Background: an optimization exercise with open tools, aiming at small area, a short achievable clock period and few clock cycles per item. Do not read the settings as production practice.
Only simulation tests tie the RTL to the original design; equivalence was not proved.

## flow/design.v

```verilog
module cas (divisor, dividend, quotient, cin, cout, remainder);
input wire divisor, dividend, quotient, cin;
output wire cout, remainder;
assign remainder = (quotient ^ divisor) ^ dividend ^ cin;
assign cout = ((quotient ^ divisor)&dividend) | ((quotient ^ divisor)&cin) | (cin&dividend);
endmodule
module Divider_row(ndivisor, p_in, bit_in, p_out, q_out);
input  [14:0] ndivisor;
input  [14:0] p_in;
input         bit_in;
output [14:0] p_out;
output        q_out;
wire [15:0] x  = {p_in, bit_in};
wire [15:0] nd = {1'b1, ndivisor};
wire [15:0] g0 = x & nd;
wire [15:0] p0 = x ^ nd;
wire [15:0] gl [0:4];
wire [15:0] pl [0:4];
assign gl[0] = {g0[15:1], g0[0] | p0[0]};
assign pl[0] = p0;
genvar l, i;
generate for (l = 0; l < 4; l = l + 1) begin : lvl
	for (i = 0; i < 16; i = i + 1) begin : b
		if ((i >> l) & 1) begin : comb
			localparam integer J = ((i >> (l + 1)) << (l + 1)) + (1 << l) - 1;
			assign gl[l+1][i] = gl[l][i] | (pl[l][i] & gl[l][J]);
			assign pl[l+1][i] = pl[l][i] & pl[l][J];
		end else begin : pass
			assign gl[l+1][i] = gl[l][i];
			assign pl[l+1][i] = pl[l][i];
		end
	end
end endgenerate
wire [16:0] c = {gl[4], 1'b1};
wire [15:0] s = p0 ^ c[15:0];
assign q_out = c[16];
assign p_out = q_out ? s[14:0] : x[14:0];
endmodule
module Divider_Modulo (clk , reset, mode, valid_in, divisor, dividend, result, valid_out);
input wire clk, reset, mode, valid_in;
input wire [31:0] dividend;
input wire [15:0] divisor;
output reg valid_out;
output wire [31:0] result;
localparam [16:0] CUT = 17'b0_0100_1001_0010_0100;
reg        v_in;
reg        m_in;
reg [31:0] dd_in;
reg [14:0] dv_in;    
always @(posedge clk or posedge reset)
	if (reset) v_in <= 1'b0;
	else       v_in <= valid_in;
always @(posedge clk) begin
	m_in  <= mode;
	dd_in <= dividend;
	dv_in <= ~divisor[14:0];
end
wire [14:0] p   [0:17];
wire [16:0] s   [0:17];
wire [14:0] d   [0:17];    
wire        m   [0:17];
wire        v   [0:17];
assign p[0] = dd_in[31:17];
assign s[0] = dd_in[16:0];
assign d[0] = dv_in;
assign m[0] = m_in;
assign v[0] = v_in;
genvar i;
generate for (i = 0; i < 17; i = i + 1) begin : row
	wire [14:0] p_n;
	wire        q_n;
	Divider_row r (
		.ndivisor (d[i]),
		.p_in    (p[i]),
		.bit_in  (s[i][16]),
		.p_out   (p_n),
		.q_out   (q_n)
	);
	if (CUT[i]) begin : cut
		reg [14:0] p_r;
		reg [16:0] s_r;
		reg [14:0] d_r;
		reg        m_r;
		reg        v_r;
		always @(posedge clk or posedge reset)
			if (reset) v_r <= 1'b0;
			else       v_r <= v[i];
		always @(posedge clk) begin
			p_r <= p_n;
			s_r <= {s[i][15:0], q_n};
			d_r <= d[i];
			m_r <= m[i];
		end
		assign p[i+1] = p_r;
		assign s[i+1] = s_r;
		assign d[i+1] = d_r;
		assign m[i+1] = m_r;
		assign v[i+1] = v_r;
	end else begin : nocut
		assign p[i+1] = p_n;
		assign s[i+1] = {s[i][15:0], q_n};
		assign d[i+1] = d[i];
		assign m[i+1] = m[i];
		assign v[i+1] = v[i];
	end
end endgenerate
reg [16:0] res_r;
always @(posedge clk or posedge reset)
	if (reset) valid_out <= 1'b0;
	else       valid_out <= v[17];
always @(posedge clk)
	res_r <= m[17] ? {2'b0, p[17]} : s[17];
assign result = {15'b0, res_r};
endmodule
```

## flow/flow/run.sh

```bash
#!/bin/bash
# The standard layout (the standard.sh) with three changes:
#  - synthesis maps with flow/abc_map.script (see flow/synth_wrap.tcl);
#  - no full/half-adder cell extraction (ADDER_MAP_FILE empty), so ABC maps
#    the adders' logic freely;
#  - ports are buffered with a fixed buffer cell instead of the one
#    buffer_ports picks by default.
set -euo pipefail
export FLOW_SYNTH_TCL="$PWD/synth_recipe.tcl"
export MY_ABC_SCRIPT="$PWD/flow/abc_map.script"
bash standard.sh "SYNTH_SCRIPT=$PWD/flow/synth_wrap.tcl" "ADDER_MAP_FILE=" \
  "BUFFER_PORTS_ARGS=-buffer_cell sky130_fd_sc_hd__buf_2" finish > make_finish.log 2>&1
```

## flow/flow/abc_map.script

```
strash
dch -f
map -D 4000
topo
buffer -c
upsize -D 4000
dnsize -D 4000
stime -p
```

## flow/flow/synth_wrap.tcl

```tcl
# The standard synthesis (synth_recipe.tcl, sourced unchanged), with one
# change: the ABC technology-mapping call runs flow/abc_map.script instead of
# ORFS's abc_speed.script. Everything else, including register naming,
# flattening and renaming, is the standard synthesis.
proc abc {args} {
  set i [lsearch -exact $args -script]
  if {$i >= 0} { set args [lreplace $args $i [expr {$i + 1}] -script $::env(MY_ABC_SCRIPT)] }
  yosys abc {*}$args
}
source $::env(FLOW_SYNTH_TCL)
```

## flow/standard.sh

```bash
#!/bin/bash
# synth_recipe.tcl (not shown) runs the flow's synth.tcl, then flattens the netlist and writes it again
# the make line also repeats each setting of config.mk as NAME=value (left out here)
make -C /OpenROAD-flow-scripts/flow DESIGN_CONFIG=/design/flow/config.mk WORK_HOME=/design/flow/orfs CLKGATE_MAP_FILE= SYNTH_SCRIPT=/design/flow/synth_recipe.tcl "${@:-finish}"
```

## flow/config.mk

```make
export PLATFORM = sky130hd
export DESIGN_NAME = Divider_Modulo
export DESIGN_NICKNAME = Divider_Modulo
export VERILOG_FILES = /design/flow/design.v
export SDC_FILE = /design/flow/constraint.sdc
export NUM_CORES = 4
export LEC_CHECK = 0
export CAP_MARGIN = 80
export CORE_MARGIN = 2
export CORE_UTILIZATION = 40
export CTS_CLUSTER_DIAMETER = 100
export CTS_CLUSTER_SIZE = 25
export SLEW_MARGIN = 80
```

## flow/constraint.sdc

```tcl
create_clock -name core_clock -period 25.0 [get_ports {clk}]
set_input_delay 5.0000 -clock core_clock [delete_from_list [all_inputs] [get_ports {clk}]]
set_output_delay 5.0000 -clock core_clock [all_outputs]
set_load 0.01 [all_outputs]
```

==> notes.md, run 1 <==
number of buffers inserted for hold repair after clock tree synthesis 0; FFs w/ async S/R, synth 2.24%; final cycle utilization of the critical path 30.1%; cell depth of the worst hold path 0; Initial Utilization 40.4%; number of detailed-route iterations in the first pass 5; clk_skew 28.9 ps; number of cells in the design after placement 3741; count of mapped cells out of synthesis 3012; data required time of the worst path 25460 ps; number of buffers created by CTS 17; number of synthesized flops with an enable pin 0; number of antenna violations at the first check in global routing 1; critical path class reg2reg; number of gates resized after cts 0; synth top area cells sky130_fd_sc_hd__dfxtp_1 31%, sky130_fd_sc_hd__nor2_1 15%, sky130_fd_sc_hd__nand2_1 8.3%; share of the synthesized area in the top cell type 30.9%; Core Region 48800 sq um; status timing/DRC/antenna clean; Final Hold Slack 329 ps; total of buffers placed on input and output ports 68; Antenna Nets Post-Route 0; worst hold-check path type reg2reg; gp weighted congestion 0.833; setup TNS 0 ps; final count of hold timing violations 0; number of vias after detailed routing 18100; GRT Resource Usage Total 17.5%; max-capacitance violation count 0; fraction of layout cells with a size suffix above 1 13.8%; setup repair after global routing missed its margin no; total die area 51100 sq um; Avg Cell Area, Syn 6.55 sq um; clock tree from TritonCTS done; # nets final 3151; GRT overflow 0; count of routing violations after the opening detailed-route iteration 607; routed via count divided by cell count 4.82; Place WS 17450 ps; family with the most delay on the worst path buffers and inverters; library cell with the largest summed area after synthesis sky130_fd_sc_hd__dfxtp_1; detailed-route wire length 44.8 mm; cell depth of the worst flop-to-flop path 37; Worst Setup End Kind flop; fillcell total 5030; HPWL after detailed placement 36.8 mm; CP max FO 27; count of synthesis-stage warnings from yosys 2; number of clock sinks seen by CTS 312; final max-slew violation count 0; diodes inserted 0; CP startpoint kind flop; global-route wire length before repair 75.8 mm; min Tclk post-route 7520 ps; number of buffers and inverters on the critical path 10; flops & latches, synth 312; total setup violations reported at the end of the flow 0; number of distinct library cells after synthesis 64; part of the Yosys area used for sequential elements 31.8%; average routed wire per standard cell 11.9 microns; number of buffers added for setup after CTS 0; Critical Path Stages 37; critical path's largest stage delay 630 ps; deepest level of the CTS H-tree 1; cell type of the slowest stage on the worst timing path sky130_fd_sc_hd__clkdlybuf4s50_1; final worst slack 17480 ps; Highest Clock Rate 133 MHz; Skew-Pair Late Insertion Delay 540 ps; DRC violations left 0; Top cell by count, worst path sky130_fd_sc_hd__nor2_1; Area Overhead vs Synth 12.6%; pin count of the biggest net entering global routing 28; flip-flop cell with the highest count after synthesis sky130_fd_sc_hd__dfxtp_1; non-filler instance count after layout 3768; placement row count 81; number of top-level pins 85; horizontal die dimension 226 microns; maximum clock insertion buffer count 3; clock-pin slew on the worst setup and hold paths 90 ps; combined area of all synthesized cells 19700 sq um; utilization after layout 45.5%; vias in the first global route 17600; data arrival time at the worst-slack endpoint 7970 ps; Die H 226 microns; root buf cell sky130_fd_sc_hd__clkbuf_16
## state kept, by name, indices dropped and copies added, names as in the netlist
name         flops
res_r           17
row.cut.v_r      5
row.cut.d_r     75
dv_in           15
row.cut.m_r      5
dd_in           32
row.cut.s_r     85
valid_out        1
m_in             1
row.cut.p_r     75
v_in             1
## cell usage after synthesis, types with 8 or more instances
cell                       count
sky130_fd_sc_hd__o21ai_2      34
sky130_fd_sc_hd__mux2i_1      24
sky130_fd_sc_hd__nand2_2      11
sky130_fd_sc_hd__a21oi_1     187
sky130_fd_sc_hd__nand2_1     437
sky130_fd_sc_hd__xnor2_1      89
sky130_fd_sc_hd__xor2_1      129
sky130_fd_sc_hd__or2_2         8
sky130_fd_sc_hd__nor2_2       15
sky130_fd_sc_hd__a31oi_1      15
sky130_fd_sc_hd__buf_2        10
sky130_fd_sc_hd__o21ai_1      60
sky130_fd_sc_hd__a211oi_1     10
sky130_fd_sc_hd__nor2_1      780
sky130_fd_sc_hd__o221ai_1     14
sky130_fd_sc_hd__nand4_1      11
sky130_fd_sc_hd__inv_2        39
sky130_fd_sc_hd__nand3b_1     19
sky130_fd_sc_hd__buf_6        18
sky130_fd_sc_hd__nor3_1       42
sky130_fd_sc_hd__buf_4        21
sky130_fd_sc_hd__o21ai_0     137
sky130_fd_sc_hd__inv_1       423
sky130_fd_sc_hd__nor4_1       16
sky130_fd_sc_hd__nand3_1      56
sky130_fd_sc_hd__dfxtp_1     305
## per-stage QoR
stage | cell area (sq um)
after floorplan | 19800
after global placement | 20500
after detailed placement | 21200
after CTS | 21800
after global routing | 22200
final | 22200
## area by class of cell
| type | instances | area [sq um] | share of cell area, % |
|---|---|---|---|
| Sequential cell | 312 | 6290 | 28.3 |
| Inverter | 466 | 1750 | 7.89 |
| Multi-Input combinational cell | 2190 | 12200 | 55.0 |
| Clock buffer | 19 | 433 | 1.95 |
| Clock inverter | 5 | 80.1 | 0.360 |
| Tap cell | 664 | 831 | 3.74 |
| Timing Repair Buffer | 112 | 622 | 2.80 |
## path summary, 6_finish.rpt
kind | slack (ps) | endpoint | from
setup / recovery | 17480 | row[14].cut.p_r[0]$_DFF_P_ | row[11].cut.d_r[9]$_DFF_P_
hold / removal | 330 | row[11].cut.s_r[10]$_DFF_P_ | row[8].cut.s_r[7]$_DFF_P_
setup reg to reg | 17480 | row[14].cut.p_r[0]$_DFF_P_ | row[11].cut.d_r[9]$_DFF_P_
hold reg to reg | 330 | row[11].cut.s_r[10]$_DFF_P_ | row[8].cut.s_r[7]$_DFF_P_
max in group asynchronous | 20500 | row[11].cut.v_r$_DFF_PP0_ | reset
min in group asynchronous | 4350 | row[2].cut.v_r$_DFF_PP0_ | reset
## worst register-to-register path: cells and delay by family, from the launching register on
kind,cells,cell delay (ps)
buf+inv,10,2760
simple gates,17,2340
compound gates,8,1530
flops,1,380
mux,1,260
xor+xnor,1,160
## logic make-up (layout without fill, tap and decap cells)
family | Yosys count | count (layout) | synth area share (%)
multiplexers | 24 | 24 | 1.22
AO/OA/AOI/OAI | 526 | 526 | 17.0
XOR/XNOR | 218 | 218 | 9.67
other | 1 | 15 | 0.0190
buffers and inverters | 524 | 602 | 11.1
AND/OR/NAND/NOR | 1407 | 1407 | 29.1
flip-flops | 312 | 312 | 31.8
## cells in the final DEF (no fill, tap or decap), drive strengths merged, types with 6 or more instances in the layout
master,count
a211oi,15
a21oi,193
a221oi,8
a31oi,18
buf,101
clkbuf,21
clkdlybuf4s50,6
clkinv,6
conb,15
dfrtp,7
dfxtp,305
inv,464
mux2i,24
nand2,448
nand3,57
nand3b,19
nand4,11
nor2,799
nor3,45
nor4,18
o21ai,233
o21bai,6
o221ai,14
o31ai,10
or2,8
xnor2,89
xor2,129
## layer usage
layer / part of all wire, % / routed length, microns / track usage [%] / vias to the layer above
li1: - / - / - / 9624
met1: 42 / 18800 / 18.6 / 8305
met2: 54 / 24100 / 36.0 / 158
met3: 2.3 / 1030 / 1.77 / 56
met4: 2.0 / 915 / 4.75 / 0
met5: 0 / 0 / 0 / -
Testbench counts, summed over its fixed seeds: cycles 16,048, items 16,000.
==> run 2, diff against run 1 <==
==> flow/flow/abc_map.script (replaced) <==
strash
dch -f
map -D 4000
topo
buffer -c -N 6
upsize -D 4000
dnsize -D 4000
stime -p
--- a/flow/config.mk
+++ b/flow/config.mk
@@ -7,3 +7,3 @@
 export LEC_CHECK = 0
-export CAP_MARGIN = 80
+export CAP_MARGIN = 20
 export CORE_MARGIN = 2
@@ -12,2 +12,2 @@
 export CTS_CLUSTER_SIZE = 25
-export SLEW_MARGIN = 80
+export SLEW_MARGIN = 20
==> run 2 against run 1 <==
Effect of this change:
- still clean on timing, DRC and antenna
- sequential share of layout area grew 1.5 points
- cell area fell by 5.3%
- count of clock-buffer cells in the layout up 2
- flip-flop and latch count is the same
- via count shrank 2.2%
- synthesized cell count rose by 1.7%
- critical path type unchanged
==> notes.md, run 2 <==
FFs w/ async S/R, synth 2.24% (unchanged); detailed-route wire length 43.3 mm (was 44.8 mm); number of gates resized after cts 0 (unchanged); horizontal die dimension 227 microns (was 226 microns); part of the Yosys area used for sequential elements 31.7% (was 31.8%); cell depth of the worst flop-to-flop path 35 (was 37); share of the synthesized area in the top cell type 30.8% (was 30.9%); commonest cells after routing, fill and taps aside 771 x sky130_fd_sc_hd__nor2_1, 439 x sky130_fd_sc_hd__nand2_1, 430 x sky130_fd_sc_hd__inv_1, 305 x sky130_fd_sc_hd__dfxtp_1, 182 x sky130_fd_sc_hd__a21oi_1 (was 727 x sky130_fd_sc_hd__nor2_1, 437 x sky130_fd_sc_hd__nand2_1, 418 x sky130_fd_sc_hd__inv_1, 300 x sky130_fd_sc_hd__dfxtp_1, 169 x sky130_fd_sc_hd__a21oi_1); Antenna Nets Post-Route 0 (unchanged); root buf cell sky130_fd_sc_hd__clkbuf_16 (unchanged); Avg Cell Area, Syn 6.47 sq um (was 6.55 sq um); GRT Resource Usage Total 17.0% (was 17.5%); Top cell by count, worst path sky130_fd_sc_hd__nor2_1 (unchanged); dominant cell by count in the synthesized netlist sky130_fd_sc_hd__nor2_1 (unchanged); largest register by flop count row.cut.s_r (unchanged); number of synthesized flops with an enable pin 0 (unchanged); count of synthesis-stage warnings from yosys 2 (unchanged); critical path's largest stage delay 670 ps (was 630 ps); Die H 227 microns (was 226 microns); Regs by FF count row.cut.s_r (85), row.cut.d_r (75), row.cut.p_r (75) (unchanged); max_slew headroom 38.9%; min Tclk post-route 7180 ps (was 7520 ps); final max-slew violation count 0 (unchanged); Initial Utilization 40.5% (was 40.4%); most used standard cells in the synthesized netlist 771 x sky130_fd_sc_hd__nor2_1, 439 x sky130_fd_sc_hd__nand2_1, 430 x sky130_fd_sc_hd__inv_1, 305 x sky130_fd_sc_hd__dfxtp_1, 182 x sky130_fd_sc_hd__a21oi_1 (was 780 x sky130_fd_sc_hd__nor2_1, 437 x sky130_fd_sc_hd__nand2_1, 423 x sky130_fd_sc_hd__inv_1, 305 x sky130_fd_sc_hd__dfxtp_1, 187 x sky130_fd_sc_hd__a21oi_1); combined area of all synthesized cells 19800 sq um (was 19700 sq um); most common library cell in the layout ignoring fill and taps sky130_fd_sc_hd__nor2_1 (unchanged); Critical Path Stages 35 (was 37); data arrival time at the worst-slack endpoint 7570 ps (was 7970 ps); clock-pin slew on the worst setup and hold paths 90 ps (about the same); setup repair after global routing missed its margin no (unchanged); Worst Setup End Kind flop (unchanged); number of buffers and inverters on the critical path 7 (was 10); Area Overhead vs Synth 6.31% (was 12.6%); flip-flop count of the largest register, all copies and words added 85 (unchanged); Core Region 49000 sq um (was 48800 sq um); total setup violations reported at the end of the flow 0 (unchanged); number of buffers created by CTS 18 (was 17); cell type of the slowest stage on the worst timing path sky130_fd_sc_hd__nor2_2 (was sky130_fd_sc_hd__clkdlybuf4s50_1); count of routing violations after the opening detailed-route iteration 802 (was 607); HPWL after detailed placement 35.3 mm (was 36.8 mm); worst hold-check path type reg2reg (unchanged); Place WS 17780 ps (was 17450 ps); CP startpoint kind flop (unchanged); number of detailed-route iterations in the first pass 5 (unchanged); fillcell total 5061 (was 5030); GRT overflow 0 (unchanged); total of buffers placed on input and output ports 68 (unchanged); deepest level of the CTS H-tree 1 (unchanged); gp weighted congestion 0.878 (was 0.833); count of mapped cells out of synthesis 3064 (was 3012); max-capacitance violation count 0 (unchanged); final count of hold timing violations 0 (unchanged); clock tree from TritonCTS done (unchanged); critical path class reg2reg (unchanged); total placed instance area 20500 sq um (was 21200 sq um); # nets final 3117 (was 3151); vias in the first global route 17200 (was 17600); Highest Clock Rate 139 MHz (was 133 MHz); final worst slack 17820 ps (was 17480 ps); number of clock sinks seen by CTS 312 (unchanged); cell depth of the worst hold path 0 (unchanged); DRC violations left 0 (unchanged); family with the most delay on the worst path simple AND/OR/NAND/NOR gates (was buffers and inverters); final cycle utilization of the critical path 28.7% (was 30.1%); routed via count divided by cell count 4.75 (was 4.82); global-route wire length before repair 74.0 mm (was 75.8 mm); pin count of the biggest net entering global routing 29 (was 28); fraction of layout cells with a size suffix above 1 8.46% (was 13.8%); diodes inserted 0 (unchanged); cell area after layout 21100 sq um (was 22200 sq um); synth top area cells sky130_fd_sc_hd__dfxtp_1 31%, sky130_fd_sc_hd__nor2_1 15%, sky130_fd_sc_hd__nand2_1 8.3% (unchanged); placement row count 81 (unchanged); number of vias after detailed routing 17700 (was 18100); CP max FO 24 (was 27); Skew-Pair Late Insertion Delay 540 ps (about the same); library cell with the largest summed area after synthesis sky130_fd_sc_hd__dfxtp_1 (unchanged); setup TNS 0 ps (unchanged); total die area 51300 sq um (was 51100 sq um); flops & latches, synth 312 (unchanged); transition time at the pin with the least slew margin 906 ps; number of antenna violations at the first check in global routing 0 (was 1); number of buffers added for setup after CTS 0 (unchanged); average routed wire per standard cell 11.6 microns (was 11.9 microns); maximum clock insertion buffer count 3 (unchanged); status timing/DRC/antenna clean (unchanged); clk_skew 20.1 ps (was 28.9 ps); number of distinct library cells after synthesis 64 (unchanged); flip-flop cell with the highest count after synthesis sky130_fd_sc_hd__dfxtp_1 (unchanged); data required time of the worst path 25390 ps (was 25460 ps); number of buffers inserted for hold repair after clock tree synthesis 0 (unchanged); number of top-level pins 85 (unchanged)
-- run 2: cell types whose count changed in the layout (fill, tap and decap cells not counted), moves of 10 or more --
| cell | before | now |
|---|---|---|
| sky130_fd_sc_hd__a21oi_2 | 22 | 11 |
| sky130_fd_sc_hd__nor3_1 | 31 | 41 |
| sky130_fd_sc_hd__inv_1 | 418 | 430 |
| sky130_fd_sc_hd__o21ai_0 | 80 | 131 |
| sky130_fd_sc_hd__o21ai_1 | 100 | 79 |
| sky130_fd_sc_hd__o21ai_2 | 46 | 21 |
| sky130_fd_sc_hd__nor4_1 | 3 | 15 |
| sky130_fd_sc_hd__buf_1 | 11 | 0 |
| sky130_fd_sc_hd__nor2_2 | 68 | 26 |
| sky130_fd_sc_hd__nor2_1 | 727 | 771 |
| sky130_fd_sc_hd__buf_2 | 81 | 68 |
| sky130_fd_sc_hd__a21oi_1 | 169 | 182 |
-- run 2: cell type report --
cell class	count	area, sq um	area share, %
clock buffers	21	493	2.34
clock inverters	8	80.1	0.380
inverters	466	1750	8.31
multi-input cells	2190	11200	53.3
flip-flops and latches	312	6280	29.8
well taps	664	831	3.94
repair buffers	77	408	1.94
-- run 2: worst paths after layout --
kind	endpoint	from	slack (ps)
min	row[14].cut.s_r[14]$_DFF_P_	row[11].cut.s_r[11]$_DFF_P_	330
min reg2reg	row[14].cut.s_r[14]$_DFF_P_	row[11].cut.s_r[11]$_DFF_P_	330
max in group asynchronous	row[11].cut.v_r$_DFF_PP0_	reset	20440
min in group asynchronous	row[2].cut.v_r$_DFF_PP0_	reset	4360
max	row[14].cut.p_r[8]$_DFF_P_	row[11].cut.d_r[9]$_DFF_P_	17820
max reg2reg	row[14].cut.p_r[8]$_DFF_P_	row[11].cut.d_r[9]$_DFF_P_	17820
-- run 2: kinds of logic after synthesis --
kind of cell,share of synthesized area (%)
xor+xnor,9.64
compound gates,16.5
simple gates,28.9
buf+inv,12.0
flops,31.7
mux,1.25
other cells,0.0189
-- run 2: metal layers --
| metal | vias to the layer above | part of all wire (%) | global-route usage [%] |
|---|---|---|---|
| met5 | - | 0 | 0 |
| met4 | 0 | 2.5 | 5.24 |
| met3 | 64 | 2.8 | 2.02 |
| met2 | 203 | 53 | 34.4 |
| met1 | 7901 | 42 | 18.1 |
| li1 | 9578 | - | - |
-- run 2: worst reg2reg max path: cells and delay by family (launching register included) --
kind | cells | cell delay, ps
compound gates | 10 | 2110
buf+inv | 7 | 1340
simple gates | 18 | 3140
flops | 1 | 450
-- run 2: through the flow --
| step | utilization, % | instances | hold WS (ps) |
|---|---|---|---|
| global placement | 41.9 | 3709 | 310 |
| CTS | 43.0 | 3738 | 327 |
| detailed placement | 41.9 | 3709 | 312 |
| finish | 43.0 | 3738 | 328 |
| floorplan | - | 3078 | 310 |
| global route | 43.0 | 3738 | 334 |
==> run 3, diff against run 2 <==
==> flow/flow/abc_map.script (replaced) <==
strash
dch -f
map -D 4000
topo
buffer -c
upsize -D 4000
dnsize -D 4000
stime -p
--- a/flow/config.mk
+++ b/flow/config.mk
@@ -12,2 +12,3 @@
 export CTS_CLUSTER_SIZE = 25
+export GPL_TIMING_DRIVEN = 0
 export SLEW_MARGIN = 20
==> run 3 against run 2 <==
Effect of this change:
- via count up 3.0%
- setup slack better by 1100 ps
- synthesized cell count shrank 1.7%
- critical endpoint is now row[8].cut.p_r[8]$_DFF_P_
- cell area grew 2.3%
==> notes.md, run 3 <==
status timing/DRC/antenna clean (unchanged); deepest level of the CTS H-tree 1 (unchanged); critical path's largest stage delay 440 ps (was 670 ps); pin count of the biggest net entering global routing 27 (was 29); horizontal die dimension 226 microns (was 227 microns); data arrival time at the worst-slack endpoint 6440 ps (was 7570 ps); HPWL after detailed placement 40.1 mm (was 35.3 mm); number of detailed-route iterations in the first pass 5 (unchanged); CP max FO 10 (was 24); Avg Cell Area, Syn 6.55 sq um (was 6.47 sq um); dominant cell by count in the synthesized netlist sky130_fd_sc_hd__nor2_1 (unchanged); worst hold-check path type reg2reg (unchanged); data required time of the worst path 25400 ps (was 25390 ps); number of distinct library cells after synthesis 64 (unchanged); vias in the first global route 17600 (was 17200); library cell with the largest summed area after synthesis sky130_fd_sc_hd__dfxtp_1 (unchanged); GRT Resource Usage Total 19.0% (was 17.0%); Initial Utilization 40.4% (was 40.5%); most used standard cells in the synthesized netlist 780 x sky130_fd_sc_hd__nor2_1, 437 x sky130_fd_sc_hd__nand2_1, 423 x sky130_fd_sc_hd__inv_1, 305 x sky130_fd_sc_hd__dfxtp_1, 187 x sky130_fd_sc_hd__a21oi_1 (was 771 x sky130_fd_sc_hd__nor2_1, 439 x sky130_fd_sc_hd__nand2_1, 430 x sky130_fd_sc_hd__inv_1, 305 x sky130_fd_sc_hd__dfxtp_1, 182 x sky130_fd_sc_hd__a21oi_1); average routed wire per standard cell 12.7 microns (was 11.6 microns); GRT Max-Usage Layer met2 (unchanged); transition time at the pin with the least slew margin 730 ps (was 906 ps); final count of hold timing violations 0 (unchanged); setup TNS 0 ps (unchanged); count of mapped cells out of synthesis 3012 (was 3064); final max-slew violation count 0 (unchanged); flip-flop cell with the highest count after synthesis sky130_fd_sc_hd__dfxtp_1 (unchanged); fraction of layout cells with a size suffix above 1 9.64% (was 8.46%); Antenna Nets Post-Route 0 (unchanged); count of routing violations after the opening detailed-route iteration 915 (was 802); share of the synthesized area in the top cell type 30.9% (was 30.8%); largest register by flop count row.cut.s_r (unchanged); number of vias after detailed routing 18300 (was 17700); cell type of the slowest stage on the worst timing path sky130_fd_sc_hd__dfxtp_1 (was sky130_fd_sc_hd__nor2_2); Place WS 18940 ps (was 17780 ps); total of buffers placed on input and output ports 68 (unchanged); flops & latches, synth 312 (unchanged); synth top area cells sky130_fd_sc_hd__dfxtp_1 31%, sky130_fd_sc_hd__nor2_1 15%, sky130_fd_sc_hd__nand2_1 8.3% (unchanged); min Tclk post-route 6040 ps (was 7180 ps); final cycle utilization of the critical path 24.2% (was 28.7%); most common library cell in the layout ignoring fill and taps sky130_fd_sc_hd__nor2_1 (unchanged); combined area of all synthesized cells 19700 sq um (was 19800 sq um); clock-pin slew on the worst setup and hold paths 110 ps (was 90 ps); number of gates resized after cts 0 (unchanged); Worst Setup End Kind flop (unchanged); max-capacitance violation count 0 (unchanged); number of buffers inserted for hold repair after clock tree synthesis 0 (unchanged); diodes inserted 0 (unchanged); number of synthesized flops with an enable pin 0 (unchanged); total setup violations reported at the end of the flow 0 (unchanged); CP startpoint kind flop (unchanged); GR met2 Demand/Resource 37.2% (was 34.4%); flip-flop count of the largest register, all copies and words added 85 (unchanged); Die H 226 microns (was 227 microns); number of buffers added for setup after CTS 0 (unchanged); Highest Clock Rate 166 MHz (was 139 MHz); maximum clock insertion buffer count 3 (unchanged); Area Overhead vs Synth 9.17% (was 6.31%); number of antenna violations at the first check in global routing 0 (unchanged); # nets final 3166 (was 3117); GRT overflow 0 (unchanged); setup repair after global routing missed its margin no (unchanged); met3 routing resource usage after global routing 1.90% (was 2.02%); Top cell by count, worst path sky130_fd_sc_hd__nor2_1 (unchanged); commonest cells after routing, fill and taps aside 780 x sky130_fd_sc_hd__nor2_1, 437 x sky130_fd_sc_hd__nand2_1, 423 x sky130_fd_sc_hd__inv_1, 305 x sky130_fd_sc_hd__dfxtp_1, 187 x sky130_fd_sc_hd__a21oi_1 (was 771 x sky130_fd_sc_hd__nor2_1, 439 x sky130_fd_sc_hd__nand2_1, 430 x sky130_fd_sc_hd__inv_1, 305 x sky130_fd_sc_hd__dfxtp_1, 182 x sky130_fd_sc_hd__a21oi_1); placement row count 81 (unchanged); number of buffers created by CTS 18 (unchanged); detailed-route wire length 48.1 mm (was 43.3 mm); number of top-level pins 85 (unchanged); count of synthesis-stage warnings from yosys 2 (unchanged); DRC violations left 0 (unchanged); clk_skew 24.3 ps (was 20.1 ps); global-route wire length before repair 80.6 mm (was 74.0 mm); routed via count divided by cell count 4.83 (was 4.75); clock tree from TritonCTS done (unchanged); met1 Track Usage GR 21.3% (was 18.1%); gp weighted congestion 0.914 (was 0.878); final worst slack 18960 ps (was 17820 ps); root buf cell sky130_fd_sc_hd__clkbuf_16 (unchanged); Regs by FF count row.cut.s_r (85), row.cut.d_r (75), row.cut.p_r (75) (unchanged); number of clock sinks seen by CTS 312 (unchanged); Skew-Pair Late Insertion Delay 540 ps (about the same); max_slew headroom 51.0% (was 38.9%); critical path class reg2reg (unchanged); FFs w/ async S/R, synth 2.24% (unchanged); total die area 51100 sq um (was 51300 sq um); Core Region 48800 sq um (was 49000 sq um); part of the Yosys area used for sequential elements 31.8% (was 31.7%)
[run 3: cell types whose count changed in the layout (fill, tap and decap cells not counted), moves of 7 or more]
| cell | change |
|---|---|
| sky130_fd_sc_hd__o21ai_1 | -19 |
| sky130_fd_sc_hd__buf_6 | +18 |
| sky130_fd_sc_hd__buf_2 | +10 |
| sky130_fd_sc_hd__nor2_2 | -11 |
| sky130_fd_sc_hd__buf_4 | +12 |
| sky130_fd_sc_hd__o21ai_2 | +13 |
| sky130_fd_sc_hd__nor2_1 | +9 |
| sky130_fd_sc_hd__inv_1 | -7 |
| sky130_fd_sc_hd__clkbuf_1 | +9 |
[run 3: through the flow]
stage	utilization, %	hold slack, ps	instances	instance area, sq um
2_1_floorplan	-	310	3026	19800
3_3_place_gp	42.9	310	3758	21000
3_5_place_dp	42.9	312	3758	21000
4_1_cts	44.1	314	3786	21500
5_1_grt	44.1	318	3786	21500
6_report	44.1	307	3786	21500
[run 3: worst max-delay path: cells and delay by family, from the launching register on]
family                 cells  cell delay [ps]
buffers and inverters      6             1140
and+or+nand+nor           15             1920
DFF                        1              440
AOI/OAI and AO/OA          9             2370
[run 3: cell families after synthesis]
kind of cell / synth area share (%)
multiplexers: 1.22
XOR/XNOR: 9.67
AND/OR/NAND/NOR: 29.1
buffers and inverters: 11.1
AO/OA/AOI/OAI: 17.0
flip-flops: 31.8
other: 0.0190
[run 3: path summary, 6_finish.rpt]
path / from / endpoint / slack (ps) / cells after the start
max in group asynchronous: reset / row[11].cut.v_r$_DFF_PP0_ / 20400 / 2
setup / recovery: row[5].cut.d_r[3]$_DFF_P_ / row[8].cut.p_r[8]$_DFF_P_ / 18960 / 30
min in group asynchronous: reset / valid_out$_DFF_PP0_ / 4380 / 2
setup reg to reg: row[5].cut.d_r[3]$_DFF_P_ / row[8].cut.p_r[8]$_DFF_P_ / 18960 / 30
hold reg to reg: row[2].cut.s_r[13]$_DFF_P_ / row[5].cut.s_r[16]$_DFF_P_ / 310 / 0
hold / removal: row[2].cut.s_r[13]$_DFF_P_ / row[5].cut.s_r[16]$_DFF_P_ / 310 / 0
[run 3: layer usage]
metal | part of all wire [%] | routed length (microns)
met3 | 2.5 | 1200
met2 | 52 | 25000
met1 | 43 | 20500
met4 | 2.9 | 1410
met5 | 0 | 0
[run 3: layout make-up]
type	instances	area, sq um
clock inverters	6	98.8
fillers	5086	27300
clock buffers	22	487
multi-input cells	2190	11300
repair buffers	68	340
well taps	664	831
flip-flops and latches	312	6280
plain buffers	58	447
inverters	466	1750
==> run 4, diff against run 3 <==
--- a/flow/config.mk
+++ b/flow/config.mk
@@ -12,3 +12,2 @@
 export CTS_CLUSTER_SIZE = 25
-export GPL_TIMING_DRIVEN = 0
 export SLEW_MARGIN = 20
==> run 4 against run 3 <==
Effect of this change:
- still clean on timing, DRC and antenna
- non-clock buffer count shrank 54
- first-iteration DRC count decreased by 25%
- critical path type unchanged
- critical endpoint is now row[5].cut.p_r[12]$_DFF_P_
==> notes.md, run 4 <==
non-filler instance count after layout 3728 (was 3786); final max-slew violation count 0 (unchanged); # nets final 3111 (was 3166); count of routing violations after the opening detailed-route iteration 690 (was 915); Synth Area in Adders 0% (unchanged); number of clock sinks seen by CTS 312 (unchanged); flip-flop count of the largest register, all copies and words added 85 (unchanged); pin count of the biggest net entering global routing 30 (was 27); setup TNS 0 ps (unchanged); number of buffers inserted for hold repair after clock tree synthesis 0 (unchanged); most used standard cells in the synthesized netlist 780 x sky130_fd_sc_hd__nor2_1, 437 x sky130_fd_sc_hd__nand2_1, 423 x sky130_fd_sc_hd__inv_1, 305 x sky130_fd_sc_hd__dfxtp_1, 187 x sky130_fd_sc_hd__a21oi_1 (unchanged); count of mapped cells out of synthesis 3012 (unchanged); root buf cell sky130_fd_sc_hd__clkbuf_16 (unchanged); data arrival time at the worst-slack endpoint 6830 ps (was 6440 ps); library cell with the largest summed area after synthesis sky130_fd_sc_hd__dfxtp_1 (unchanged); GRT Resource Usage Total 17.3% (was 19.0%); number of detailed-route iterations in the first pass 5 (unchanged); GRT overflow 0 (unchanged); deepest level of the CTS H-tree 1 (unchanged); dominant combinational cell family by area after synthesis simple AND/OR/NAND/NOR gates (unchanged); commonest cells after routing, fill and taps aside 780 x sky130_fd_sc_hd__nor2_1, 437 x sky130_fd_sc_hd__nand2_1, 423 x sky130_fd_sc_hd__inv_1, 305 x sky130_fd_sc_hd__dfxtp_1, 187 x sky130_fd_sc_hd__a21oi_1 (unchanged); diodes inserted 0 (unchanged); placement row count 81 (unchanged); horizontal die dimension 226 microns (unchanged); Die H 226 microns (unchanged); global-route wire length before repair 75.2 mm (was 80.6 mm); Detail Route met3 WL 960 microns (was 1.20 mm); number of antenna violations at the first check in global routing 0 (unchanged); routed length on met1 18.6 mm (was 20.5 mm); vias in the first global route 17500 (was 17600); detailed-route wire length 43.6 mm (was 48.1 mm); most common library cell in the layout ignoring fill and taps sky130_fd_sc_hd__nor2_1 (unchanged); maximum clock insertion buffer count 3 (unchanged); met2 routed wirelength 23.1 mm (was 25.0 mm); transition time at the pin with the least slew margin 765 ps (was 730 ps); critical path's largest stage delay 570 ps (was 440 ps); number of distinct library cells after synthesis 64 (unchanged); sequential standard cell area 6280 sq um (unchanged); cell type of the slowest stage on the worst timing path sky130_fd_sc_hd__o21ai_4 (was sky130_fd_sc_hd__dfxtp_1); dominant cell by count in the synthesized netlist sky130_fd_sc_hd__nor2_1 (unchanged); number of synthesized flops with an enable pin 0 (unchanged); DRC violations left 0 (unchanged); Worst Setup End Kind flop (unchanged); data required time of the worst path 25450 ps (was 25400 ps); max-capacitance violation count 0 (unchanged); Avg Cell Area, Syn 6.55 sq um (unchanged); setup repair after global routing missed its margin no (unchanged); largest register by flop count row.cut.s_r (unchanged); total die area 51100 sq um (unchanged); Top cell by count, worst path sky130_fd_sc_hd__nor2_1 (unchanged); routed via count divided by cell count 4.80 (was 4.83); share of the synthesized area in the top cell type 30.9% (unchanged); final count of hold timing violations 0 (unchanged); critical path class reg2reg (unchanged); portion of netlist area occupied by mux cells 1.22% (unchanged); basic-gate share of the synthesized area counting and, or, nand and nor cells 29.1% (unchanged); count of synthesis-stage warnings from yosys 2 (unchanged); CP max FO 27 (was 10); clk_skew 18.3 ps (was 24.3 ps); multi-input combinational cell area 11300 sq um (about the same); Skew-Pair Late Insertion Delay 540 ps (about the same); Antenna Nets Post-Route 0 (unchanged); clock-pin slew on the worst setup and hold paths 90 ps (was 110 ps); average routed wire per standard cell 11.7 microns (was 12.7 microns); number of gates resized after cts 0 (unchanged); worst hold-check path type reg2reg (unchanged); number of top-level pins 85 (unchanged); number of vias after detailed routing 17900 (was 18300); uppermost metal layer occupied by signal nets met4 (unchanged); number of buffers added for setup after CTS 0 (unchanged); Highest Clock Rate 157 MHz (was 166 MHz); part of the Yosys area used for sequential elements 31.8% (unchanged); Regs by FF count row.cut.s_r (85), row.cut.d_r (75), row.cut.p_r (75) (unchanged); flops & latches, synth 312 (unchanged); number of cells in the design after placement 3704 (was 3758); gp weighted congestion 0.833 (was 0.914); Core Region 48800 sq um (unchanged); Synth Area in Compound Gates 17.0% (unchanged); fraction of layout cells with a size suffix above 1 8.19% (was 9.64%); xor and xnor fraction of the mapped netlist area 9.67% (unchanged); combined area of all synthesized cells 19700 sq um (unchanged); min Tclk post-route 6380 ps (was 6040 ps); FFs w/ async S/R, synth 2.24% (unchanged); CP startpoint kind flop (unchanged); Initial Utilization 40.4% (unchanged); number of buffers created by CTS 17 (was 18); fillcell total 5101 (was 5086); synth top area cells sky130_fd_sc_hd__dfxtp_1 31%, sky130_fd_sc_hd__nor2_1 15%, sky130_fd_sc_hd__nand2_1 8.3% (unchanged); total of buffers placed on input and output ports 68 (unchanged); clock tree from TritonCTS done (unchanged); flip-flop cell with the highest count after synthesis sky130_fd_sc_hd__dfxtp_1 (unchanged); status timing/DRC/antenna clean (unchanged); HPWL after detailed placement 36.2 mm (was 40.1 mm); max_slew headroom 48.9% (was 51.0%); total setup violations reported at the end of the flow 0 (unchanged); final cycle utilization of the critical path 25.5% (was 24.2%); Area Overhead vs Synth 6.62% (was 9.17%)
## run 4: layout make-up
| class | instances | area share [%] |
|---|---|---|
| Sequential cell | 312 | 29.8 |
| Timing Repair Buffer | 72 | 1.76 |
| Clock buffer | 19 | 2.06 |
| Inverter | 466 | 8.32 |
| Multi-Input combinational cell | 2190 | 53.8 |
| Tap cell | 664 | 3.95 |
| Clock inverter | 5 | 0.279 |
## run 4: per-layer routing
metal  vias up  track usage [%]
met5         -                0
met4         0             4.71
met3        60             1.72
met2       193             35.4
met1      8068             18.6
li1       9556                -
## run 4: critical path: cells and delay by family (launching register included)
kind | cells | cell delay (ps)
xor gates and xnor gates | 1 | 140
and+or+nand+nor | 18 | 2800
buffers and inverters | 5 | 340
muxes | 1 | 370
DFF | 1 | 430
AOI/OAI and AO/OA | 8 | 2180
## run 4: worst paths after layout
| path | start | to | slack (ps) | cells past startpoint |
|---|---|---|---|---|
| worst max-delay path | row[2].cut.d_r[1]$_DFF_P_ | row[5].cut.p_r[12]$_DFF_P_ | 18620 | 33 |
| worst min-delay path | row[2].cut.s_r[9]$_DFF_P_ | row[5].cut.s_r[12]$_DFF_P_ | 330 | 0 |
| worst max register to register | row[2].cut.d_r[1]$_DFF_P_ | row[5].cut.p_r[12]$_DFF_P_ | 18620 | 33 |
| worst min register to register | row[2].cut.s_r[9]$_DFF_P_ | row[5].cut.s_r[12]$_DFF_P_ | 330 | 0 |
| max in group asynchronous | reset | row[14].cut.v_r$_DFF_PP0_ | 20420 | 2 |
| min in group asynchronous | reset | valid_out$_DFF_PP0_ | 4380 | 2 |
## run 4: cells by family (layout without fill, tap and decap cells)
logic type / count (synthesis) / in the layout
AOI/OAI and AO/OA: 526 / 526
xor gates and xnor gates: 218 / 218
buffers and inverters: 524 / 562
DFF: 312 / 312
muxes: 24 / 24
other: 1 / 15
and+or+nand+nor: 1407 / 1407
## run 4: per-stage QoR
stage / utilization [%] / hold slack (ps) / instance area [sq um] / setup slack, ps
4_1_cts: 43.1 / 330 / 21000 / 18370
6_report: 43.1 / 331 / 21000 / 18620
3_3_place_gp: 42.1 / 310 / 20500 / 18580
5_1_grt: 43.1 / 336 / 21000 / 17780
2_1_floorplan: - / 310 / 19800 / 19620
3_5_place_dp: 42.1 / 312 / 20500 / 18410
==> run 5, diff against run 4 <==
==> flow/flow/run.sh (replaced) <==
#!/bin/bash
# The standard layout (the standard.sh) with four changes:
#  - synthesis maps with flow/abc_map.script (see flow/synth_wrap.tcl);
#  - no full/half-adder cell extraction (ADDER_MAP_FILE empty), so ABC maps
#    the adders' logic freely;
#  - ports are buffered with a fixed buffer cell instead of the one
#    buffer_ports picks by default;
#  - after placement repair, flow/size_crit.tcl upsizes the drivers of
#    high-fanout nets (before detailed placement legalizes them).
set -euo pipefail
export FLOW_SYNTH_TCL="$PWD/synth_recipe.tcl"
export MY_ABC_SCRIPT="$PWD/flow/abc_map.script"
export SIZE_MAX_MOVES=400
bash standard.sh "SYNTH_SCRIPT=$PWD/flow/synth_wrap.tcl" "ADDER_MAP_FILE=" \
  "BUFFER_PORTS_ARGS=-buffer_cell sky130_fd_sc_hd__buf_2" \
  "POST_RESIZE_TCL=$PWD/flow/size_crit.tcl" finish > make_finish.log 2>&1
==> flow/flow/size_crit.tcl (new file) <==
# Greedy gate sizing at the design's own constraints. With the design's
# long clock period ORFS's repair_timing sees no violation and leaves every
# gate as synthesis mapped it. This loop repeatedly takes the worst path,
# tries upsizing each gate on it by one step, and keeps the single change
# that most improves the design's worst setup slack; it stops when no
# change helps or after SIZE_MAX_MOVES changes.
estimate_parasitics -placement

proc sc_parse {cell} {
  if {[regexp {^(sky130_fd_sc_hd__[a-z0-9]+)_([0-9]+)$} $cell -> base size]} {
    return [list $base $size]
  }
  return {}
}

# next larger usable size of the same cell family, or ""
proc sc_next {base size} {
  set best ""
  set best_s 1000
  foreach lc [get_lib_cells -quiet */${base}_*] {
    if {[get_property $lc dont_use]} { continue }
    set n [get_name $lc]
    if {![regexp "^${base}_(\[0-9\]+)\$" $n -> s]} { continue }
    if {$s > $size && $s < $best_s} {
      set best $lc
      set best_s $s
    }
  }
  return $best
}

set moves 0
set ws [worst_slack -max]
puts "size_crit: start worst slack $ws"
while {$moves < $::env(SIZE_MAX_MOVES)} {
  set pe [lindex [find_timing_paths -sort_by_slack -group_path_count 1] 0]
  set best_inst ""
  set best_lc ""
  set best_ws $ws
  foreach pt [get_property $pe points] {
    set pin [get_property $pt pin]
    if {[get_property $pin direction] ne "output"} { continue }
    set inst [get_cells -quiet -of_objects $pin]
    if {[llength $inst] != 1} { continue }
    set cell [get_property $inst ref_name]
    set bs [sc_parse $cell]
    if {$bs eq ""} { continue }
    lassign $bs base size
    if {[regexp {clkbuf|conb} $base]} { continue }
    set lc [sc_next $base $size]
    if {$lc eq ""} { continue }
    set old [get_lib_cells */$cell]
    replace_cell $inst $lc
    set nws [worst_slack -max]
    replace_cell $inst $old
    if {$nws > $best_ws + 0.001} {
      set best_ws $nws
      set best_inst $inst
      set best_lc $lc
    }
  }
  if {$best_inst eq ""} { break }
  replace_cell $best_inst $best_lc
  set ws [worst_slack -max]
  incr moves
}
puts "size_crit: $moves moves, worst slack $ws"
==> run 5 against run 4 <==
Effect of this change:
- cell count hardly changed
- setup slack lost 47 ps
- clock skew increased by 7.3 ps
- sequential share of layout area about the same
- cell area rose by 0.15%
- still clean on timing, DRC and antenna
- core utilization is 0.064 points higher
- global-route usage about the same
- first-iteration DRC count rose by 4.8%
- critical path depth is 1 lower
- flip-flop and latch count is the same
- count of clock-buffer cells in the layout grew 1
==> notes.md, run 5 <==
# nets final 3111 (unchanged); final cycle utilization of the critical path 25.7% (was 25.5%); number of buffers created by CTS 17 (unchanged); min Tclk post-route 6430 ps (was 6380 ps); max-capacitance violation count 0 (unchanged); pin count of the biggest net entering global routing 30 (unchanged); gp weighted congestion 0.833 (unchanged); cell depth of the worst hold path 0 (unchanged); diodes inserted 0 (unchanged); CP startpoint kind flop (unchanged); count of routing violations after the opening detailed-route iteration 723 (was 690); number of detailed-route iterations in the first pass 5 (unchanged); number of buffers added for setup after CTS 0 (unchanged); transition time at the pin with the least slew margin 785 ps (was 765 ps); Area Overhead vs Synth 6.78% (was 6.62%); FFs w/ async S/R, synth 2.24% (unchanged); horizontal die dimension 226 microns (unchanged); met2 routed wirelength 23.0 mm (was 23.1 mm); clock tree from TritonCTS done (unchanged); largest register by flop count row.cut.s_r (unchanged); number of antenna violations at the first check in global routing 0 (unchanged); final max-slew violation count 0 (unchanged); deepest level of the CTS H-tree 1 (unchanged); placement row count 81 (unchanged); number of clock sinks seen by CTS 312 (unchanged); flip-flop cell with the highest count after synthesis sky130_fd_sc_hd__dfxtp_1 (unchanged); number of gates resized after cts 0 (unchanged); final count of hold timing violations 0 (unchanged); commonest cells after routing, fill and taps aside 779 x sky130_fd_sc_hd__nor2_1, 436 x sky130_fd_sc_hd__nand2_1, 422 x sky130_fd_sc_hd__inv_1, 302 x sky130_fd_sc_hd__dfxtp_1, 187 x sky130_fd_sc_hd__a21oi_1 (was 780 x sky130_fd_sc_hd__nor2_1, 437 x sky130_fd_sc_hd__nand2_1, 423 x sky130_fd_sc_hd__inv_1, 305 x sky130_fd_sc_hd__dfxtp_1, 187 x sky130_fd_sc_hd__a21oi_1); routed via count divided by cell count 4.78 (was 4.80); vias in the first global route 17400 (was 17500); synth top area cells sky130_fd_sc_hd__dfxtp_1 31%, sky130_fd_sc_hd__nor2_1 15%, sky130_fd_sc_hd__nand2_1 8.3% (unchanged); critical path's largest stage delay 570 ps (about the same); number of buffers and inverters on the critical path 4 (was 5); GRT overflow 0 (unchanged); launch point of the worst hold path row[11].cut.s_r[12]$_DFF_P_ (was row[2].cut.s_r[9]$_DFF_P_); Skew-Pair Late Insertion Delay 540 ps (about the same); worst flop-to-flop path endpoint row[5].cut.p_r[12]$_DFF_P_ (unchanged); family with the most delay on the worst path simple AND/OR/NAND/NOR gates (unchanged); average routed wire per standard cell 11.7 microns (about the same); GRT Resource Usage Total 17.3% (about the same); Avg Cell Area, Syn 6.55 sq um (unchanged); worst hold-check path type reg2reg (unchanged); flip-flop count of the largest register, all copies and words added 85 (unchanged); flops & latches, synth 312 (unchanged); CP max FO 27 (unchanged); combined area of all synthesized cells 19700 sq um (unchanged); Crit Reg-Reg Startpoint row[2].cut.d_r[0]$_DFF_P_ (was row[2].cut.d_r[1]$_DFF_P_); setup slack on the worst flop-to-flop path 18570 ps (was 18620 ps); data arrival time at the worst-slack endpoint 6870 ps (was 6830 ps); DRC violations left 0 (unchanged); uppermost metal layer occupied by signal nets met4 (unchanged); Die H 226 microns (unchanged); utilization after layout 43.1% (about the same); dominant cell by count in the synthesized netlist sky130_fd_sc_hd__nor2_1 (unchanged); library cell with the largest summed area after synthesis sky130_fd_sc_hd__dfxtp_1 (unchanged); cell depth of the worst flop-to-flop path 32 (was 33); Worst Setup End Kind flop (unchanged); clock-pin slew on the worst setup and hold paths 90 ps (about the same); Highest Clock Rate 156 MHz (was 157 MHz); Initial Utilization 40.4% (unchanged); Core Region 48800 sq um (unchanged); number of top-level pins 85 (unchanged); count of mapped cells out of synthesis 3012 (unchanged); number of vias after detailed routing 17800 (was 17900); most used standard cells in the synthesized netlist 780 x sky130_fd_sc_hd__nor2_1, 437 x sky130_fd_sc_hd__nand2_1, 423 x sky130_fd_sc_hd__inv_1, 305 x sky130_fd_sc_hd__dfxtp_1, 187 x sky130_fd_sc_hd__a21oi_1 (unchanged); maximum clock insertion buffer count 3 (unchanged); part of the Yosys area used for sequential elements 31.8% (unchanged); destination of the worst hold path row[14].cut.s_r[15]$_DFF_P_ (was row[5].cut.s_r[12]$_DFF_P_); number of buffers inserted for hold repair after clock tree synthesis 0 (unchanged); global-route wire length before repair 75.1 mm (was 75.2 mm); share of the synthesized area in the top cell type 30.9% (unchanged); setup repair after global routing missed its margin no (unchanged); count of synthesis-stage warnings from yosys 2 (unchanged); critical path class reg2reg (unchanged); Antenna Nets Post-Route 0 (unchanged); max_slew headroom 47.6% (was 48.9%); number of cells in the design after placement 3704 (unchanged); Detail Route met3 WL 967 microns (was 960 microns); total setup violations reported at the end of the flow 0 (unchanged); non-filler instance count after layout 3729 (was 3728); data required time of the worst path 25450 ps (about the same); detailed-route wire length 43.6 mm (about the same); total die area 51100 sq um (unchanged); total of buffers placed on input and output ports 68 (unchanged); status timing/DRC/antenna clean (unchanged); most common library cell in the layout ignoring fill and taps sky130_fd_sc_hd__nor2_1 (unchanged); Regs by FF count row.cut.s_r (85), row.cut.d_r (75), row.cut.p_r (75) (unchanged); fraction of layout cells with a size suffix above 1 8.42% (was 8.19%); number of distinct library cells after synthesis 64 (unchanged); root buf cell sky130_fd_sc_hd__clkbuf_16 (unchanged); Top cell by count, worst path sky130_fd_sc_hd__nor2_1 (unchanged); routed length on met1 18.6 mm (about the same); setup TNS 0 ps (unchanged); HPWL after detailed placement 36.1 mm (was 36.2 mm); cell type of the slowest stage on the worst timing path sky130_fd_sc_hd__o21ai_4 (unchanged); clk_skew 25.6 ps (was 18.3 ps); number of synthesized flops with an enable pin 0 (unchanged)
[run 5: logic make-up (layout without fill, tap and decap cells)]
group	count (synthesis)	in the layout	synth area share (%)
xor gates and xnor gates	218	218	9.67
buffers and inverters	524	563	11.1
and+or+nand+nor	1407	1407	29.1
AOI/OAI and AO/OA	526	526	17.0
muxes	24	24	1.22
other	1	15	0.0190
DFF	312	312	31.8
[run 5: worst max path at each step]
stage                                         start                    endpoint  slack, ps  cells after the start
after floorplan                 valid_out$_DFF_PP0_                   valid_out      19620                      0
after global placement             dv_in[9]$_DFF_P_  row[2].cut.p_r[14]$_DFF_P_      18580                     27
after detailed placement           dv_in[0]$_DFF_P_   row[2].cut.p_r[8]$_DFF_P_      18540                     26
after CTS                 row[2].cut.d_r[0]$_DFF_P_  row[5].cut.p_r[12]$_DFF_P_      18500                     32
after global routing      row[2].cut.d_r[0]$_DFF_P_  row[5].cut.p_r[12]$_DFF_P_      17770                     32
final                     row[2].cut.d_r[0]$_DFF_P_  row[5].cut.p_r[12]$_DFF_P_      18570                     32
[run 5: stage by stage]
stage	hold slack [ps]	cell area [sq um]	worst slack, ps
2_1_floorplan	310	19800	19620
3_3_place_gp	310	20500	18580
3_5_place_dp	312	20600	18540
4_1_cts	325	21100	18500
5_1_grt	336	21100	17770
6_report	326	21100	18570
[run 5: cell type report]
cell class	instances	area, sq um
clock buffer	20	447
clock inverter	5	57.6
fill	5084	27800
inverter	466	1750
multi-input combinational	2190	11300
sequential	312	6280
tap	664	831
timing repair buffer	72	370
[run 5: routing by layer]
| layer | global-route usage, % | vias to the layer above |
|---|---|---|
| li1 | - | 9544 |
| met1 | 18.6 | 8042 |
| met2 | 35.4 | 177 |
| met3 | 1.73 | 56 |
| met4 | 4.71 | 0 |
| met5 | 0 | - |
==> run 6, diff against run 5 <==
--- a/flow/flow/run.sh
+++ b/flow/flow/run.sh
@@ -7,4 +7,4 @@
 #    buffer_ports picks by default;
-#  - after placement repair, flow/size_crit.tcl upsizes the drivers of
-#    high-fanout nets (before detailed placement legalizes them).
+#  - after placement repair, flow/size_crit.tcl upsizes gates on the worst
+#    register-to-register paths (before detailed placement legalizes them).
 set -euo pipefail
@@ -13,2 +13,3 @@
 export SIZE_MAX_MOVES=400
+export SIZE_MIN_GAIN=0.003
 bash standard.sh "SYNTH_SCRIPT=$PWD/flow/synth_wrap.tcl" "ADDER_MAP_FILE=" \
--- a/flow/flow/size_crit.tcl
+++ b/flow/flow/size_crit.tcl
@@ -2,6 +2,8 @@
 # long clock period ORFS's repair_timing sees no violation and leaves every
-# gate as synthesis mapped it. This loop repeatedly takes the worst path,
-# tries upsizing each gate on it by one step, and keeps the single change
-# that most improves the design's worst setup slack; it stops when no
-# change helps or after SIZE_MAX_MOVES changes.
+# gate as synthesis mapped it. This loop repeatedly takes the worst
+# register-to-register path, tries upsizing each gate on it by one step, and
+# keeps the single change that most improves that path group's worst setup
+# slack; it stops when no change gains SIZE_MIN_GAIN ns or after
+# SIZE_MAX_MOVES changes. (Paths to and from the ports are left alone: their
+# fixed external delays and port buffers set them.)
 estimate_parasitics -placement
@@ -31,7 +33,15 @@
 
+set regs [all_registers -edge_triggered]
+proc r2r_path {} {
+  return [lindex [find_timing_paths -from $::regs -to $::regs -sort_by_slack -group_path_count 1] 0]
+}
+proc r2r_ws {} {
+  return [get_property [r2r_path] slack]
+}
+
 set moves 0
-set ws [worst_slack -max]
+set ws [r2r_ws]
 puts "size_crit: start worst slack $ws"
 while {$moves < $::env(SIZE_MAX_MOVES)} {
-  set pe [lindex [find_timing_paths -sort_by_slack -group_path_count 1] 0]
+  set pe [r2r_path]
   set best_inst ""
@@ -53,5 +63,5 @@
     replace_cell $inst $lc
-    set nws [worst_slack -max]
+    set nws [r2r_ws]
     replace_cell $inst $old
-    if {$nws > $best_ws + 0.001} {
+    if {$nws > $best_ws + $::env(SIZE_MIN_GAIN)} {
       set best_ws $nws
@@ -63,3 +73,3 @@
   replace_cell $best_inst $best_lc
-  set ws [worst_slack -max]
+  set ws [r2r_ws]
   incr moves
==> run 6 against run 5 <==
Effect of this change:
- the flow now stops in placement repair
- synthesized cell count unchanged
- synthesized area unchanged
==> notes.md, run 6 <==
status aborted with a tool error (was timing/DRC/antenna clean); Exit stage placement repair; error message Error: resize.tcl, 39 can't read "::regs": no such variable; combined area of all synthesized cells 19700 sq um (unchanged); horizontal die dimension 226 microns (unchanged); total of buffers placed on input and output ports 68 (unchanged); dominant cell by count in the synthesized netlist sky130_fd_sc_hd__nor2_1 (unchanged); gp weighted congestion 0.833 (unchanged); Avg Cell Area, Syn 6.55 sq um (unchanged); number of top-level pins 85 (unchanged); part of the Yosys area used for sequential elements 31.8% (unchanged); Initial Utilization 40.4% (unchanged); number of synthesized flops with an enable pin 0 (unchanged); share of the synthesized area in the top cell type 30.9% (unchanged); number of distinct library cells after synthesis 64 (unchanged); count of synthesis-stage warnings from yosys 2 (unchanged); Die H 226 microns (unchanged); most used standard cells in the synthesized netlist 780 x sky130_fd_sc_hd__nor2_1, 437 x sky130_fd_sc_hd__nand2_1, 423 x sky130_fd_sc_hd__inv_1, 305 x sky130_fd_sc_hd__dfxtp_1, 187 x sky130_fd_sc_hd__a21oi_1 (unchanged); count of mapped cells out of synthesis 3012 (unchanged); placement row count 81 (unchanged); flip-flop cell with the highest count after synthesis sky130_fd_sc_hd__dfxtp_1 (unchanged); FFs w/ async S/R, synth 2.24% (unchanged); flops & latches, synth 312 (unchanged); synth top area cells sky130_fd_sc_hd__dfxtp_1 31%, sky130_fd_sc_hd__nor2_1 15%, sky130_fd_sc_hd__nand2_1 8.3% (unchanged); library cell with the largest summed area after synthesis sky130_fd_sc_hd__dfxtp_1 (unchanged)
## run 6: cell counts after synthesis
No cell type changed its count.
## run 6: metrics by stage
stage | area [sq um] | hold WS (ps) | instances | setup slack [ps]
after floorplan | 19800 | 310 | 3026 | 19620
after global placement | 20500 | 310 | 3704 | 18580
## run 6: how the worst max path moves through the flow
stage	startpoint	end	slack [ps]	depth (start not counted)
2_1_floorplan	valid_out$_DFF_PP0_	valid_out	19620	0
3_3_place_gp	dv_in[9]$_DFF_P_	row[2].cut.p_r[14]$_DFF_P_	18580	27
## run 6: cell families after synthesis
logic type | count (synthesis) | share of synthesized area (%)
compound gates | 526 | 17.0
xor+xnor | 218 | 9.67
buf+inv | 524 | 11.1
flops | 312 | 31.8
mux | 24 | 1.22
other cells | 1 | 0.0190
simple gates | 1407 | 29.1
==> run 7, diff against run 6 <==
--- a/flow/flow/size_crit.tcl
+++ b/flow/flow/size_crit.tcl
@@ -33,3 +33,3 @@
 
-set regs [all_registers -edge_triggered]
+set ::regs [all_registers -edge_triggered]
 proc r2r_path {} {
@@ -49,2 +49,4 @@
   set best_ws $ws
+  # collect the path's gates first: resizing invalidates the path object
+  set insts {}
   foreach pt [get_property $pe points] {
@@ -53,3 +55,5 @@
     set inst [get_cells -quiet -of_objects $pin]
-    if {[llength $inst] != 1} { continue }
+    if {[llength $inst] == 1} { lappend insts $inst }
+  }
+  foreach inst $insts {
     set cell [get_property $inst ref_name]
==> run 7 against run 6 <==
Effect of this change:
- now clean on timing, DRC and antenna
- synthesized area stayed put
- synthesized cell count stayed put
==> notes.md, run 7 <==
status timing/DRC/antenna clean (was aborted with a tool error); final count of hold timing violations 0; number of vias after detailed routing 17800; flip-flop count of the largest register, all copies and words added 85; number of synthesized flops with an enable pin 0 (unchanged); count of routing violations after the opening detailed-route iteration 718; Regs by FF count row.cut.s_r (85), row.cut.d_r (75), row.cut.p_r (75); GRT Resource Usage Total 17.4%; CP endpoint row[5].cut.p_r[12]$_DFF_P_; flip-flop cell with the highest count after synthesis sky130_fd_sc_hd__dfxtp_1 (unchanged); data required time of the worst path 25450 ps; worst hold-check path type reg2reg; fillcell total 5106; Avg Cell Area, Syn 6.55 sq um (unchanged); cell depth of the worst flop-to-flop path 32; number of gates resized after cts 0; pin count of the biggest net entering global routing 30; Initial Utilization 40.4% (unchanged); total setup violations reported at the end of the flow 0; data arrival time at the worst-slack endpoint 6830 ps; number of detailed-route iterations in the first pass 5; Antenna Nets Post-Route 0; share of the synthesized area in the top cell type 30.9% (unchanged); cell type of the slowest stage on the worst timing path sky130_fd_sc_hd__o21ai_4; setup slack on the worst flop-to-flop path 18620 ps; detailed-route wire length 43.5 mm; setup TNS 0 ps; root buf cell sky130_fd_sc_hd__clkbuf_16; library cell with the largest summed area after synthesis sky130_fd_sc_hd__dfxtp_1 (unchanged); number of clock sinks seen by CTS 312; Area Overhead vs Synth 6.80%; number of distinct library cells after synthesis 64 (unchanged); number of antenna violations at the first check in global routing 0; Final Hold Slack 328 ps; largest register by flop count row.cut.s_r; clock-pin slew on the worst setup and hold paths 90 ps; fraction of layout cells with a size suffix above 1 8.52%; global-route wire length before repair 75.1 mm; combined area of all synthesized cells 19700 sq um (unchanged); Skew-Pair Late Insertion Delay 540 ps; CP startpoint kind flop; final cycle utilization of the critical path 25.5%; average routed wire per standard cell 11.7 microns; Core Region 48800 sq um; diodes inserted 0; maximum clock insertion buffer count 3; gp weighted congestion 0.833 (unchanged); start point of the critical path row[2].cut.d_r[0]$_DFF_P_; CP max FO 27; most used standard cells in the synthesized netlist 780 x sky130_fd_sc_hd__nor2_1, 437 x sky130_fd_sc_hd__nand2_1, 423 x sky130_fd_sc_hd__inv_1, 305 x sky130_fd_sc_hd__dfxtp_1, 187 x sky130_fd_sc_hd__a21oi_1 (unchanged); number of top-level pins 85 (unchanged); synth top area cells sky130_fd_sc_hd__dfxtp_1 31%, sky130_fd_sc_hd__nor2_1 15%, sky130_fd_sc_hd__nand2_1 8.3% (unchanged); Crit Reg-Reg Startpoint row[2].cut.d_r[0]$_DFF_P_; setup repair after global routing missed its margin no; total die area 51100 sq um; commonest cells after routing, fill and taps aside 779 x sky130_fd_sc_hd__nor2_1, 437 x sky130_fd_sc_hd__nand2_1, 422 x sky130_fd_sc_hd__inv_1, 300 x sky130_fd_sc_hd__dfxtp_1, 187 x sky130_fd_sc_hd__a21oi_1; part of the Yosys area used for sequential elements 31.8% (unchanged); Die H 226 microns (unchanged); number of buffers added for setup after CTS 0; min Tclk post-route 6380 ps; critical path class reg2reg; routed via count divided by cell count 4.77; non-filler instance count after layout 3729; horizontal die dimension 226 microns (unchanged); dominant cell by count in the synthesized netlist sky130_fd_sc_hd__nor2_1 (unchanged); Critical Path Stages 32; number of buffers inserted for hold repair after clock tree synthesis 0; GRT overflow 0; count of synthesis-stage warnings from yosys 2 (unchanged); clk_skew 19.3 ps; max_slew headroom 50.4%; vias in the first global route 17400; DRC violations left 0; most common library cell in the layout ignoring fill and taps sky130_fd_sc_hd__nor2_1; # nets final 3111; worst flop-to-flop path endpoint row[5].cut.p_r[12]$_DFF_P_; Top cell by count, worst path sky130_fd_sc_hd__nor2_1; family with the most delay on the worst path simple AND/OR/NAND/NOR gates; utilization after layout 43.2%; max-capacitance violation count 0; number of buffers created by CTS 17; transition time at the pin with the least slew margin 743 ps; clock tree from TritonCTS done; deepest level of the CTS H-tree 1; count of mapped cells out of synthesis 3012 (unchanged); number of buffers and inverters on the critical path 4; critical path's largest stage delay 570 ps; total of buffers placed on input and output ports 68 (unchanged); flops & latches, synth 312 (unchanged); placement row count 81 (unchanged); FFs w/ async S/R, synth 2.24% (unchanged); launch point of the worst hold path row[11].cut.s_r[1]$_DFF_P_; final max-slew violation count 0; Worst Setup End Kind flop; Highest Clock Rate 157 MHz; number of cells in the design after placement 3704; HPWL after detailed placement 35.9 mm
-- run 7: cell counts after synthesis --
Identical to the previous run, type by type.
-- run 7: worst min path at each step --
stage,to,depth (start not counted)
2_1_floorplan,row[11].cut.m_r$_DFF_P_,0
3_3_place_gp,row[5].cut.s_r[5]$_DFF_P_,0
3_5_place_dp,row[11].cut.s_r[11]$_DFF_P_,0
4_1_cts,row[14].cut.s_r[4]$_DFF_P_,0
5_1_grt,row[2].cut.s_r[14]$_DFF_P_,0
6_report,row[14].cut.s_r[4]$_DFF_P_,0
-- run 7: metrics by stage --
step | area, sq um | setup slack (ps)
floorplan | 19800 | 19620
global placement | 20500 | 18580
detailed placement | 20600 | 18590
CTS | 21100 | 18540
global route | 21100 | 17800
finish | 21100 | 18620
-- run 7: cell type report --
class | instances | area [sq um] | share of cell area (%)
Multi-Input combinational cell | 2190 | 11300 | 53.8
Sequential cell | 312 | 6290 | 29.8
Tap cell | 664 | 831 | 3.94
Timing Repair Buffer | 72 | 370 | 1.76
Inverter | 466 | 1750 | 8.31
Clock buffer | 20 | 437 | 2.07
Clock inverter | 5 | 57.6 | 0.273
-- run 7: layer usage --
metal,part of all wire [%],vias up,GRT usage (%)
met1,43,7992,18.7
met2,53,175,35.0
li1,-,9547,-
met5,0,-,0
met3,2.0,70,1.80
met4,2.4,0,5.05
-- run 7: kinds of logic after synthesis --
group | Yosys count | share of synthesized area (%)
and+or+nand+nor | 1407 | 29.1
AOI/OAI and AO/OA | 526 | 17.0
buffers and inverters | 524 | 11.1
DFF | 312 | 31.8
xor gates and xnor gates | 218 | 9.67
muxes | 24 | 1.22
other | 1 | 0.0190

-- afterwards: timing with drivers on the ports --
Ports are ideal in the flow. The routed layouts listed here were re-timed in OpenROAD.
Step 1 sets driving cells, clkbuf_16 on the clock port and buf_2 on the other inputs (assumed; they add their load-dependent delay and slew).
Step 2 moves the port delays by t, midway between the first and last clock arrival at a register: inputs arrive t later, outputs are due t later. That takes back most of the time a late clock gives input paths.
a / b / c = ideal ports / drivers / drivers and shift; a / b = the first two.
run | shift t [ns] | setup WS [ns] | worst register clock-pin slew, ns
run 1 | 0.590 | 17.482 / 17.482 / 17.482 | 0.11 / 0.11
run 2 | 0.584 | 17.820 / 17.820 / 17.820 | 0.10 / 0.10
run 3 | 0.586 | 18.959 / 18.914 / 18.959 | 0.11 / 0.11
run 4 | 0.581 | 18.620 / 18.620 / 18.620 | 0.10 / 0.10
run 5 | 0.583 | 18.574 / 18.574 / 18.574 | 0.11 / 0.11
run 7 | 0.587 | 18.622 / 18.622 / 18.622 | 0.10 / 0.10
After both steps every run listed still meets setup and hold.
